From an optimization exercise on the open Yosys and OpenROAD flow, aimed at small area and a short achievable clock period; shortcuts taken in it are not production practice.
The RTL was checked by simulation tests, not by an equivalence proof against the original design.
Power figures rest on the tool's default switching activity, not on a simulated workload.

## flow/design.v (module list and top-level ports; edited modules follow where they fit)
// module ALU: 3006 lines
// module fadd: 4 lines
// module hadd: 4 lines
module ALU(clk_fake, opCode, inA, inB, dataOut);
  // ...
==> flow/flow/run.sh <==
#!/bin/bash
# The standard layout (the standard.sh, ORFS synthesis to finish), except that the
# port buffers are sky130_fd_sc_hd__buf_2 instead of the slow delay cell ORFS picks.
# Every port still gets its own buffer.  The full tool output goes to standard.log.
set -o pipefail
bash standard.sh "BUFFER_PORTS_ARGS=-buffer_cell sky130_fd_sc_hd__buf_2" finish > standard.log 2>&1
==> flow/standard.sh <==
#!/bin/bash
# synth_recipe.tcl (not shown) runs the flow's synth.tcl, then flattens the netlist and writes it again
# the make line also repeats each setting of config.mk as NAME=value (left out here)
make -C /OpenROAD-flow-scripts/flow DESIGN_CONFIG=/design/flow/config.mk WORK_HOME=/design/flow/orfs CLKGATE_MAP_FILE= SYNTH_SCRIPT=/design/flow/synth_recipe.tcl "${@:-finish}"
==> flow/config.mk <==
export PLATFORM = sky130hd
export DESIGN_NAME = ALU
export DESIGN_NICKNAME = ALU
export VERILOG_FILES = /design/flow/design.v
export SDC_FILE = /design/flow/constraint.sdc
export NUM_CORES = 4
export LEC_CHECK = 0
export CAP_MARGIN = 20
export CORE_MARGIN = 2
export CORE_UTILIZATION = 55
export PLACE_DENSITY = 0.7
export SETUP_SLACK_MARGIN = 5
export SLEW_MARGIN = 20
export SYNTH_HIERARCHICAL = 1
export TNS_END_PERCENT = 0
==> flow/constraint.sdc <==
create_clock -name core_clock -period 9.5 [get_ports {clk_fake}]
set_input_delay 1.9000 -clock core_clock [delete_from_list [all_inputs] [get_ports {clk_fake}]]
set_output_delay 1.9000 -clock core_clock [all_outputs]
set_load 0.01 [all_outputs]
==> results.txt, run 1 <==
largest net degree at the start of global routing 129; Clk pwr share 17.3%; # clk buffers 66; Yosys warnings 7; Hold Vio Cnt, Final 0; Synth Net Count 6,118; Max Fclk 217.6 MHz; Worst VDD drop between 0.1 and 0.15 mV; Routed WL 171,700 microns; Max Slew Vio Count 0; vias 38,920; depth of the most critical reg-to-reg path 18; CP delay by family, top adder cells; Setup TNS 0 ps; max reg flops 128; fraction of area in registers 17.65%; Compound-Gate Fraction of Synth Area 12.85%; Seq cells post-synth roughly 370; n_diodes 7; stages on the worst setup path 8; post-route ant nets 0; RSZ-0062 raised after global routing yes; final core occ 61.84%; status timing/DRC/antenna clean; largest power group combinational cells; Arr. time, crit path 5080 ps
==> run 2, diff against run 1 <==
--- a/flow/config.mk
+++ b/flow/config.mk
@@ -7,5 +7,7 @@
 export LEC_CHECK = 0
-export CAP_MARGIN = 20
+export CAP_MARGIN = 30
 export CORE_MARGIN = 2
 export CORE_UTILIZATION = 55
+export CTS_CLUSTER_DIAMETER = 90
+export CTS_CLUSTER_SIZE = 40
 export PLACE_DENSITY = 0.7
==> results.txt, run 2 <==
RSZ-0062 raised after global routing yes (unchanged); post-route ant nets 0 (unchanged); Worst Skew 17.00 ps (was 21.39 ps); Leakage 19.23 nW (was 19.44 nW); commonest cells after routing, fill and taps aside nand2_1 (1,206), fa_1 (811), a21oi_1 (391) (was nand2_1 (1,206), fa_1 (811), a21oi_1 (388)); Port Buffers 390 (unchanged); Final nets 6,192 (was 6,207); hold path depth 4 (unchanged); min Tclk post-route 4618 ps (was 4596 ps); status timing/DRC/antenna clean (unchanged); Clock Latency Late Sink 650 ps (was 620 ps); routed len/inst 28.38 microns (was 28.43 microns); Top FF cell, synth dfxtp_1 (unchanged); area delta synth->final 10.01% (was 11.00%); CTS tree built (unchanged); # rows 103 (unchanged); cell area after synthesis 44,150 sq um (unchanged); synth unique cells 80 (unchanged); P per Cell Area 212.4 nW/um^2 (was 217.4 nW/um^2); WS Path Type input pin to flip-flop (unchanged); Yosys warnings 7 (unchanged); Max Fclk 216.5 MHz (was 217.6 MHz); commonest non-fill, non-tap cell in the layout nand2_1 (unchanged); Worst-path clk slew 100 ps (was 60 ps); Setup crit end kind flip-flop (unchanged); first-pass GRT wire length 250,800 microns (was 253,400 microns); initial antenna violation count 11 (was 16); largest net degree at the start of global routing 129 (unchanged); Max Slew Vio Count 0 (unchanged); layout cell share with drive strength beyond 1 11.55% (was 11.68%); HP Class flip-flop to flip-flop (unchanged); Hold Vio Cnt, Final 0 (unchanged); Critical Path RT 10,010 ps (was 9980 ps); drc violations 0 (unchanged); final std cells w/o fill 6,007 (was 6,039); Worst setup SP type input pin (unchanged); Worst Setup SP inA[35] (was inA[36]); core area 79,260 sq um (unchanged); die area 82,560 sq um (unchanged); setup violators final 0 (unchanged); ranking of synthesized cells by area fa_1 (37%), dfxtp_1 (11%), nand2_1 (10%) (unchanged); vias 38,800 (was 38,920); GR Overflow Total 0 (unchanged); DR iter-0 viols 4,348 (was 4,381); Arr. time, crit path 5130 ps (was 5080 ps); worst reg2reg startpoint mr1_11_0$_DFF_P_ (was mr0_10_1$_DFF_P_); crit path max fanout 18 (unchanged); EDFF count, synth 128 (unchanged); Starting Density 55.71% (unchanged); hold wc startpoint mr2_25_0$_DFF_P_ (unchanged); Yosys top cell by area fa_1 (unchanged); Top reg by flops dataOut (unchanged); max reg flops 128 (unchanged); post-synth top area share 36.82% (unchanged); register area share after synthesis 19.59% (unchanged); most frequent cell after synthesis nand2_1 (unchanged); dpl hpwl 117,900 microns (was 117,400 microns); Placed Instances 5,921 (was 5,914); Worst VDD drop 0.1581 mV (was 0.1411 mV); Synth Instances 4,855 (unchanged); clk root buf clkbuf_16 (unchanged); Synth Net Count 6,118 (unchanged); drt pass-1 iters 8 (was 9); Seq cells post-synth 368 (unchanged); depth of the most critical reg-to-reg path 18 (unchanged); Die W 287.3 microns (unchanged); RD Place Congestion 0.9827 (unchanged); vias in the first global route 39,910 (was 40,320); cts bufs inserted 29 (was 46); Setup TNS 0 ps (unchanged); Synth top cells by count nand2_1 (1,220), fa_1 (812), a21oi_1 (398) (unchanged); Via-to-Cell Ratio 6.458 (was 6.444); worst-case clock buffer depth 3 (unchanged); Slew HR 25.12% (was 15.62%); H-tree levels 1 (was 2); Total GRT Usage 41.25% (was 41.80%); Sink Count 368 (unchanged); slew of the pin with the lowest slew margin 1119 ps (was 1261 ps); asr flop ratio synth 0% (unchanged); Die Ht 287.3 microns (unchanged); max-cap violations 0 (unchanged); Avg Cell Area, Syn 9.094 sq um (unchanged); Routed WL 170,500 microns (was 171,700 microns); # fillers 6,756 (was 6,695); crit share post-route 48.62% (was 48.38%); IO Count 391 (unchanged)
[run 2: changes by cell type in the layout (fill, tap and decap cells not counted), sizes merged]
cell	before	now
buf	419	397
bufinv	2	1
clkinvlp	2	0
inv	185	196
diode	7	5
clkbuf	77	68
bufbuf	13	11
clkinv	14	9
[run 2: through the flow]
step           hold WS [ps]  total power [W]  cell area, sq um  utilization [%]  setup slack, ps
2_1_floorplan         871.9         0.006683             44210                -             3038
3_3_place_gp          980.4         0.008436             46160            58.24             3104
3_5_place_dp          994.3         0.008523             46220            58.32             3171
4_1_cts               995.3          0.01015             48270            60.91             4953
5_1_grt                1068          0.01110             48560            61.27             4806
6_report              990.4          0.01032             48570            61.29             4882
[run 2: final timing paths]
check / endpoint / slack [ps]
max reg2reg: dataOut[63]$_DFFE_PP_ / 5080
max: mr1_21_0$_DFF_P_ / 4880
min reg2reg: dataOut[89]$_DFFE_PP_ / 990
min: dataOut[89]$_DFFE_PP_ / 990
[run 2: cells by family after synthesis]
group | count (synthesis) | share of synthesized area [%]
multiplexers | 13 | 0.3117
flip-flops | 368 | 19.59
AND/OR/NAND/NOR | 1669 | 14.96
buffers and inverters | 586 | 5.024
adder cells (fa/ha/maj) | 1017 | 42.53
XOR/XNOR | 239 | 4.741
AO/OA/AOI/OAI | 963 | 12.85
[run 2: area by class of cell]
| class | instances | area [sq um] | share of cell area [%] |
|---|---|---|---|
| antenna | 5 | 12.51 | 0.02576 |
| clock buffer | 31 | 775.7 | 1.597 |
| clock inverter | 23 | 390.4 | 0.8037 |
| inverter | 183 | 699.4 | 1.440 |
| multi-input combinational | 3902 | 33560 | 69.09 |
| sequential | 368 | 8648 | 17.80 |
| tap | 1050 | 1314 | 2.705 |
| timing repair buffer | 445 | 3174 | 6.535 |
[run 2: what timing repair did]
action	CTS	global route
cloned	14	2
pin swaps	5	4
setup buffers	9	0
hold buffers	0	0
endpoints found under the setup margin	249	64
gates resized for setup	119	70
[run 2: routing by layer]
metal  share of wire, %  global-route usage, %  vias to the layer above  wire length [microns]
li1                   -                      -                    15940                      -
met1                 35                  51.40                    19080                  59290
met2                 43                  62.05                     3106                  73740
met3                 15                  15.56                      659                  26000
met4                6.7                  22.86                       12                  11350
met5              0.046                      0                        -                     78
[run 2: Yosys stat by module, one instance, submodules excluded]
| module | area, sq um | cells | times used | flip-flops and latches |
|---|---|---|---|---|
| fadd | 20.02 | 1 | 804 | 0 |
| ALU | 28060 | 4051 | 1 | 368 |
[run 2: power by group]
| part | total (W) | internal (W) | leakage, nW | switching (W) |
|---|---|---|---|---|
| sequential | 0.00243 | 0.00221 | 3.21 | 0.000218 |
| combinational | 0.00636 | 0.00268 | 15.5 | 0.00368 |
| clock | 0.00153 | 0.000697 | 0.562 | 0.000830 |
[run 2: critical path, stage by stage]
cell and delay [ps]:
buf_2 410, nand2_1 150, fa_1 490, fa_1 450
fa_1 420, fa_1 430, fa_1 390, fa_1 490
==> run 3, diff against run 2 <==
--- a/flow/config.mk
+++ b/flow/config.mk
@@ -7,2 +7,3 @@
 export LEC_CHECK = 0
+export ABC_AREA = 1
 export CAP_MARGIN = 30
==> results.txt, run 3 <==
synth unique cells 54 (was 80); post-route ant nets 0 (unchanged); setup violators final 0 (unchanged); Clock Latency Late Sink 630 ps (was 650 ps); max reg flops 128 (unchanged); Worst VDD drop 0.1466 mV (was 0.1581 mV); Final nets 6,448 (was 6,192); EDFF count, synth 128 (unchanged); drt pass-1 iters 6 (was 8); Synth Net Count 6,382 (was 6,118); Critical Path RT 9770 ps (was 10,010 ps); HP Class flip-flop to flip-flop (unchanged); R2R Setup Slk 5900 ps (was 5080 ps); min Tclk post-route 4642 ps (was 4618 ps); asr flop ratio synth 0% (unchanged); vias 39,260 (was 38,800); # rows 104 (was 103); Post-DP Area 46,810 sq um (was 46,220 sq um); Via-to-Cell Ratio 6.260 (was 6.458); initial antenna violation count 16 (was 11); status timing/DRC/antenna clean (unchanged); slew of the pin with the lowest slew margin 1083 ps (was 1119 ps); first-pass GRT wire length 248,700 microns (was 250,800 microns); crit path max fanout 79 (was 18); Worst Skew 25.15 ps (was 17.00 ps); Avg Cell Area, Syn 8.742 sq um (was 9.094 sq um); P per Cell Area 216.9 nW/um^2 (was 212.4 nW/um^2); clk root buf clkbuf_16 (unchanged); Max Slew Vio Count 0 (unchanged); Die Ht 289.2 microns (was 287.3 microns); routed len/inst 26.88 microns (was 28.38 microns); RD Place Congestion 0.9883 (was 0.9827); Synth top cells by count nand2_1 (1,627), fa_1 (812), a21oi_1 (298) (was nand2_1 (1,220), fa_1 (812), a21oi_1 (398)); Die W 289.2 microns (was 287.3 microns); Setup crit end kind flip-flop (unchanged); drc violations 0 (unchanged); worst-path cell chain buf_16 > buf_16 > nand2_8 > inv_4 > o21ai_0 > o21ai_0 (was buf_2 > nand2_1 > fa_1 > fa_1 > fa_1 > fa_1 > fa_1 > fa_1); Slowest Stage Delay on Critical Path 890 ps (was 490 ps); Seq cells post-synth 368 (unchanged); Slew HR 27.03% (was 25.12%); Yosys warnings 7 (unchanged); max-cap violations 0 (unchanged); GR Overflow Total 0 (unchanged); Yosys top cell by area fa_1 (unchanged); post-route design area 48,300 sq um (was 48,570 sq um); Sink Count 368 (unchanged); DR iter-0 viols 4,551 (was 4,348); register area share after synthesis 19.33% (was 19.59%); core area 80,550 sq um (was 79,260 sq um); H-tree levels 1 (unchanged); Top reg by flops dataOut (unchanged); IO Count 391 (unchanged); Port Buffers 390 (unchanged); Total GRT Usage 40.32% (was 41.25%); cts bufs inserted 26 (was 29); post-synth top area share 36.33% (was 36.82%); CTS tree built (unchanged); layout cell share with drive strength beyond 1 10.47% (was 11.55%); die area 83,660 sq um (was 82,560 sq um); Max Fclk 215.4 MHz (was 216.5 MHz); vias in the first global route 39,880 (was 39,910); area of the multi-input gates 33,610 sq um (was 33,560 sq um); Setup TNS 0 ps (unchanged); worst-case clock buffer depth 3 (unchanged); Worst-path clk slew 100 ps (about the same); Synth Instances 5,119 (was 4,855); area delta synth->final 7.921% (was 10.01%); commonest non-fill, non-tap cell in the layout nand2_1 (unchanged); RSZ-0062 raised after global routing yes (unchanged); # fillers 7,062 (was 6,756); ranking of synthesized cells by area fa_1 (36%), nand2_1 (14%), dfxtp_1 (11%) (was fa_1 (37%), dfxtp_1 (11%), nand2_1 (10%)); dpl hpwl 122,800 microns (was 117,900 microns); slowest CP cell o21ai_0 (was fa_1); Register Area 8648 sq um (unchanged); commonest cells after routing, fill and taps aside nand2_1 (1,623), fa_1 (812), buf_2 (309) (was nand2_1 (1,206), fa_1 (811), a21oi_1 (391)); most frequent cell after synthesis nand2_1 (unchanged); hold-fix buffers at CTS 0 (unchanged); Leakage 19.86 nW (was 19.23 nW); Starting Density 55.56% (was 55.71%); WS Path Type input pin to flip-flop (unchanged); Worst setup SP type input pin (unchanged); Top FF cell, synth dfxtp_1 (unchanged); crit share post-route 48.87% (was 48.62%); largest net degree at the start of global routing 129 (unchanged); Hold Vio Cnt, Final 0 (unchanged); cell area after synthesis 44,750 sq um (was 44,150 sq um); Routed WL 168,600 microns (was 170,500 microns); Arr. time, crit path 4920 ps (was 5130 ps); Post-CTS Setup Bufs 0 (was 9)
-- run 3: changes by cell type in the layout (fill, tap and decap cells not counted), sizes merged, moves of 23 or more --
cell / delta
a22oi: +51
xnor2: +36
o211ai: -23
o21bai: -23
nand3: +118
nand2: +413
nor2: -100
o221ai: -23
a21oi: -97
inv: +96
xor2: -96
a21o: -37
mux2i: +61
-- run 3: layout make-up --
cell class	count	area share [%]
clock buffer	30	1.466
multi-input combinational	4087	69.59
timing repair inverter	1	0.02332
inverter	282	2.277
tap	1060	2.746
sequential	368	17.91
timing repair buffer	419	5.425
antenna	6	0.03109
clock inverter	18	0.5363
-- run 3: final timing paths --
path,from,cells past startpoint,end
worst max-delay path,opCode[4],6,dataOut[48]$_DFFE_PP_
worst max register to register,mr0_13_0$_DFF_P_,19,dataOut[27]$_DFFE_PP_
worst min-delay path,mr2_25_0$_DFF_P_,5,dataOut[89]$_DFFE_PP_
worst min register to register,mr2_25_0$_DFF_P_,5,dataOut[89]$_DFFE_PP_
-- run 3: critical path, delay by kind of cell --
kind | cells | cell delay (ps)
buffers and inverters | 3 | 1410
AND/OR/NAND/NOR | 1 | 390
AO/OA/AOI/OAI | 2 | 1080
-- run 3: per-module statistics from Yosys, one instance, submodules excluded --
module	area, sq um	times used	cells	flops+latches
ALU	28650	1	4315	368
fadd	20.02	804	1	0
-- run 3: stage by stage --
| stage | instances | hold WS, ps | power [W] | util [%] | setup slack, ps |
|---|---|---|---|---|---|
| 6_report | 6271 | 1035 | 0.01048 | 59.96 | 4858 |
| 5_1_grt | 6267 | 1114 | 0.01135 | 59.95 | 4869 |
| 4_1_cts | 6262 | 1034 | 0.01031 | 59.58 | 4923 |
| 3_5_place_dp | 6214 | 995.5 | 0.008917 | 58.11 | 3558 |
| 3_3_place_gp | 6211 | 939.9 | 0.008843 | 58.08 | 3618 |
| 2_1_floorplan | 5119 | 874.6 | 0.006876 | - | 3570 |
-- run 3: logic make-up (layout without fill, tap and decap cells) --
logic type | count (synthesis) | count (layout) | synth area share (%)
other | 0 | 6 | 0
xor gates and xnor gates | 179 | 179 | 3.503
adders and majority gates | 1024 | 1024 | 42.12
buffers and inverters | 664 | 750 | 5.816
muxes | 68 | 68 | 1.521
DFF | 368 | 368 | 19.33
and+or+nand+nor | 2041 | 2041 | 17.83
AOI/OAI and AO/OA | 775 | 775 | 9.886
-- run 3: metal layers --
metal	vias to the layer above	part of all wire (%)	track usage (%)
met5	-	0.074	0
met3	559	15	16.02
met2	2975	42	58.10
met4	18	6.2	21.03
met1	19220	36	52.48
li1	16490	-	-
-- run 3: what timing repair did --
action                     CTS  global route
hold endpoints to repair     0             0
pin swaps                    0             0
setup endpoints to repair  264           110
gates cloned                 0             3
gates resized for setup     65            72
-- run 3: power by group --
group	internal (W)	total, W	leakage, nW	switching [W]
clock network	0.000612	0.00134	0.471	0.000733
logic	0.00261	0.00669	16.2	0.00408
registers	0.00221	0.00244	3.22	0.000230

afterwards: timing with drivers on the ports:
How much do the figures lean on ideal ports? The routed layouts below were timed once more, with nothing changed but the port constraints.
Step 1 assumes that a clkbuf_16 drives the clock port and a buf_2 every other input.
Step 2 adds t to the input delays and takes it off the output delays; t is the mean of the earliest and latest rising clock arrival at the registers after step 1. Input paths then give back, and output paths get back, about the clock's delay inside the block.
a / b / c = ideal ports / drivers / drivers and shift; a / b = the first two.
run | t (ns) | setup slack, ns | worst setup path at the end | worst slew at a driven data input, ns | cell pins on the clock port's net
run 1 | 0.681 | 4.904 / 4.749 / 4.068 | input to register | 0.29 | 1
run 2 | 0.709 | 4.882 / 4.739 / 4.030 | input to register | 0.33 | 1
run 3 | 0.685 | 4.858 / 4.802 / 4.117 | input to register | 0.19 | 1
After both steps every run listed still meets setup and hold. For run 2, which loses most, drivers alone change the setup slack by -0.143 ns; drivers and shift together by -0.852 ns.
